Background: an optimization exercise with open tools, aiming at small area and a short achievable clock period. Do not read the settings as production practice. In this exercise RTL edits were held to simulation tests only and were not proved equivalent to the original. The clock port is modelled as an ideal driver; clocking choices that lean on that would not hold on a real chip. Power and IR drop assume default switching activity.

==> flow/design.v (excerpt) <==
module PISO_SRAM#(
    parameter width = 32,
    parameter depth = 64,
    parameter ptr_w = 6
)
(
    clk, rstn,
    rd_en, wrt_en,
    data_in,
    data_out,
    full, empty,
    out_valid,
    read_ready
);
==> module FIFO, before the edit <==
module FIFO#(
    parameter width = 32,
    parameter depth = 64,
    parameter ptr_w = 6
)
(
    clk, rstn,
    rd_en, wrt_en,
    data_in,
    read_ready,
    data_out,
    full, empty,
    out_valid
);
input clk, rstn;
input rd_en, wrt_en;
input [width-1 : 0] data_in;
input read_ready;
output [width-1 : 0] data_out;
output full, empty;
output out_valid;
reg full, not_empty;
assign empty = !not_empty;
reg [width-1 : 0] sram_mem [0 : depth-1];
reg [ptr_w-1 : 0] waddr, raddr;
reg [width-1 : 0] din_q, din_qq;    
reg was_empty, was_empty2;          
wire rd_do, wr_do;
wire [ptr_w-1 : 0] waddr_inc, raddr_inc;
assign waddr_inc = waddr + 1'b1;
assign raddr_inc = raddr + 1'b1;
assign rd_do = rd_en & not_empty & read_ready;
assign wr_do = wrt_en & (!full | rd_do);
assign out_valid = rd_do;
always @(posedge clk) begin
    din_q <= data_in;
    din_qq <= din_q;
    was_empty <= !not_empty;
    was_empty2 <= was_empty;
end
reg [3:0] wsel_hi, wcom_grp;
reg [15:0] wsel_lo, wcom_lo;
always @(posedge clk or negedge rstn) begin
    if(!rstn) begin
        wsel_hi <= 4'd1;
        wsel_lo <= 16'd1;
        wcom_grp <= 4'd0;
    end
    else begin
        if(wr_do) begin
            wsel_lo <= {wsel_lo[14:0], wsel_lo[15]};
            if(wsel_lo[15])
                wsel_hi <= {wsel_hi[2:0], wsel_hi[3]};
        end
        wcom_grp <= wsel_hi & {4{wr_do}};
    end
end
always @(posedge clk)
    wcom_lo <= wsel_lo;
integer w;
always @(posedge clk) begin
    for (w = 0; w < depth; w = w + 1)
        if (wcom_grp[w/16] & wcom_lo[w%16])
            sram_mem[w] <= din_q;
end
reg [1:0] rsel_hi;
reg [31:0] rsel_lo;
always @(posedge clk or negedge rstn) begin
    if(!rstn) begin
        rsel_hi <= 2'd1;
        rsel_lo <= 32'd1;
    end
    else if(rd_do) begin
        rsel_lo <= {rsel_lo[30:0], rsel_lo[31]};
        if(rsel_lo[31])
            rsel_hi <= {rsel_hi[0], rsel_hi[1]};
    end
end
reg [width-1 : 0] grp [0 : 1];
reg [width-1 : 0] grp_d [0 : 1];
integer i, j;
always @(*) begin
    for (i = 0; i < 2; i = i + 1) begin
        grp_d[i] = {width{1'b0}};
        for (j = 0; j < 32; j = j + 1)
            grp_d[i] = grp_d[i] | (sram_mem[32*i+j] & {width{rsel_lo[j]}});
    end
end
always @(posedge clk) begin
    for (i = 0; i < 2; i = i + 1)
        grp[i] <= grp_d[i];
end
reg [width-1 : 0] rdata;
always @(*) begin
    rdata = {width{1'b0}};
    for (i = 0; i < 2; i = i + 1)
        rdata = rdata | (grp[i] & {width{rsel_hi[i]}});
end
assign data_out = was_empty ? din_q : was_empty2 ? din_qq : rdata;
always @(posedge clk or negedge rstn) begin
    if(!rstn)
        raddr <= 'b0;
    else if(rd_do)
        raddr <= raddr_inc;
end
always @(posedge clk or negedge rstn) begin
    if(!rstn)
        waddr <= 'b0;
    else if(wr_do)
        waddr <= waddr_inc;
end
always @(posedge clk or negedge rstn) begin
    if(!rstn)
        full <= 'b0;
    else if((wr_do & !rd_do) && (waddr_inc == raddr))
        full <= 'b1;
    else if(rd_do & !wr_do)
        full <= 'b0;
end
always @(posedge clk or negedge rstn) begin
    if(!rstn)
        not_empty <= 'b0;
    else if((rd_do & !wr_do) && (raddr_inc == waddr))
        not_empty <= 'b0;
    else if(wr_do & !rd_do)
        not_empty <= 'b1;
end
endmodule
clock: 5.0 ns
lec_check: 0
cap_margin: 20
core_margin: 2
core_utilization: 50
cts_cluster_diameter: 100
cts_cluster_size: 25
place_density: 0.6
setup_slack_margin: 2.65
slew_margin: 20
standard.sh (not shown) runs the stock make flow with config.mk's settings and CLKGATE_MAP_FILE= SYNTH_SCRIPT=/design/flow/synth_recipe.tcl, a recipe that flattens the netlist after the stock synthesis.
==> flow/flow/run.sh <==
#!/bin/bash
# The standard layout (standard.sh, unchanged synthesis), with two changes:
# the port buffers that buffer_ports inserts are plain buf_4 cells instead of
# the delay cells it picks by default, and after CTS the setup repair is run
# again (flow/post_cts.tcl, through ORFS's POST_CTS_TCL hook). Each tool's
# full output stays in orfs/logs; make's own output goes to standard.log here.
set -euo pipefail
here=$(pwd)
export BUFFER_PORTS_ARGS="-buffer_cell sky130_fd_sc_hd__buf_4"
export POST_CTS_TCL="$here/flow/post_cts.tcl"
bash standard.sh > standard.log 2>&1
==> flow/flow/post_cts.tcl <==
# Sourced by ORFS's cts.tcl (POST_CTS_TCL) after its own setup repair: the
# repair often stops early, so run it again from where it stopped, then
# legalize the placement as cts.tcl does.
log_cmd estimate_parasitics -placement
for {set pass 0} {$pass < 2} {incr pass} {
  repair_timing_helper
  log_cmd estimate_parasitics -placement
}
set result [catch { detailed_placement } msg]
if { $result != 0 } {
  error "Detailed placement failed after the extra repair: $msg"
}
check_placement -verbose
report_worst_slack
report_design_area
Then changed:
--- a/flow/design.v
+++ b/flow/design.v
@@ -61,43 +61,43 @@
 integer w;
 always @(posedge clk) begin
     for (w = 0; w < depth; w = w + 1)
         if (wcom_grp[w/16] & wcom_lo[w%16])
             sram_mem[w] <= din_q;
 end
-reg [1:0] rsel_hi;
-reg [31:0] rsel_lo;
+reg [3:0] rsel_hi;
+reg [15:0] rsel_lo;
 always @(posedge clk or negedge rstn) begin
     if(!rstn) begin
-        rsel_hi <= 2'd1;
-        rsel_lo <= 32'd1;
+        rsel_hi <= 4'd1;
+        rsel_lo <= 16'd1;
     end
     else if(rd_do) begin
-        rsel_lo <= {rsel_lo[30:0], rsel_lo[31]};
-        if(rsel_lo[31])
-            rsel_hi <= {rsel_hi[0], rsel_hi[1]};
-    end
-end
-reg [width-1 : 0] grp [0 : 1];
-reg [width-1 : 0] grp_d [0 : 1];
+        rsel_lo <= {rsel_lo[14:0], rsel_lo[15]};
+        if(rsel_lo[15])
+            rsel_hi <= {rsel_hi[2:0], rsel_hi[3]};
+    end
+end
+reg [width-1 : 0] grp [0 : 3];
+reg [width-1 : 0] grp_d [0 : 3];
 integer i, j;
 always @(*) begin
-    for (i = 0; i < 2; i = i + 1) begin
+    for (i = 0; i < 4; i = i + 1) begin
         grp_d[i] = {width{1'b0}};
-        for (j = 0; j < 32; j = j + 1)
-            grp_d[i] = grp_d[i] | (sram_mem[32*i+j] & {width{rsel_lo[j]}});
-    end
-end
-always @(posedge clk) begin
-    for (i = 0; i < 2; i = i + 1)
+        for (j = 0; j < 16; j = j + 1)
+            grp_d[i] = grp_d[i] | (sram_mem[16*i+j] & {width{rsel_lo[j]}});
+    end
+end
+always @(posedge clk) begin
+    for (i = 0; i < 4; i = i + 1)
         grp[i] <= grp_d[i];
 end
 reg [width-1 : 0] rdata;
 always @(*) begin
     rdata = {width{1'b0}};
-    for (i = 0; i < 2; i = i + 1)
+    for (i = 0; i < 4; i = i + 1)
         rdata = rdata | (grp[i] & {width{rsel_hi[i]}});
 end
 assign data_out = was_empty ? din_q : was_empty2 ? din_qq : rdata;
 always @(posedge clk or negedge rstn) begin
     if(!rstn)
         raddr <= 'b0;
After rerunning: Area after synthesis goes up by 0.73%. Via count goes down by 5.9%. Count of clock-buffer cells in the layout goes up by 6. Cell count goes down by about 2.8%. Routed wire length goes down by about 12%. Die area goes up by about 0.7%. Clock skew goes up by 0.0043 ns. Synthesized cell count goes down by about 4.3%. Global-route usage goes down by 3.7 points. Sequential power goes up by about 3%. Worst hold slack is better by 0.10 ns.

[port drivers added, routing unchanged]
The flow's constraints put no driver on any port. The routed layouts listed below were extracted and timed again, unchanged, in two steps.
Step 1, drivers: a clkbuf_16 drives clk and a buf_2 each remaining input, both assumed.
Step 2 also shifts input and output timing later by t, the mid clock arrival at the registers, as if the neighbouring blocks saw the same clock.
Slacks: no drivers / after step 1 / after step 2; pairs: no drivers / after step 1.
| run | shift t [ns] | setup slack, ns | slew at the worst register clock pin (ns) | worst data-port slew with drivers (ns) | pins driven straight from the clock port |
|---|---|---|---|---|---|
| the first run | 0.841 | 2.594 / 2.554 / 2.418 | 0.11 / 0.11 | 0.12 | 1 |
| the second run | 0.851 | 2.632 / 2.543 / 2.279 | 0.11 / 0.11 | 0.04 | 1 |
After both steps every run listed still meets setup and hold. For the second run, which loses most, drivers alone change the setup slack by -0.089 ns; drivers and shift together by -0.353 ns.
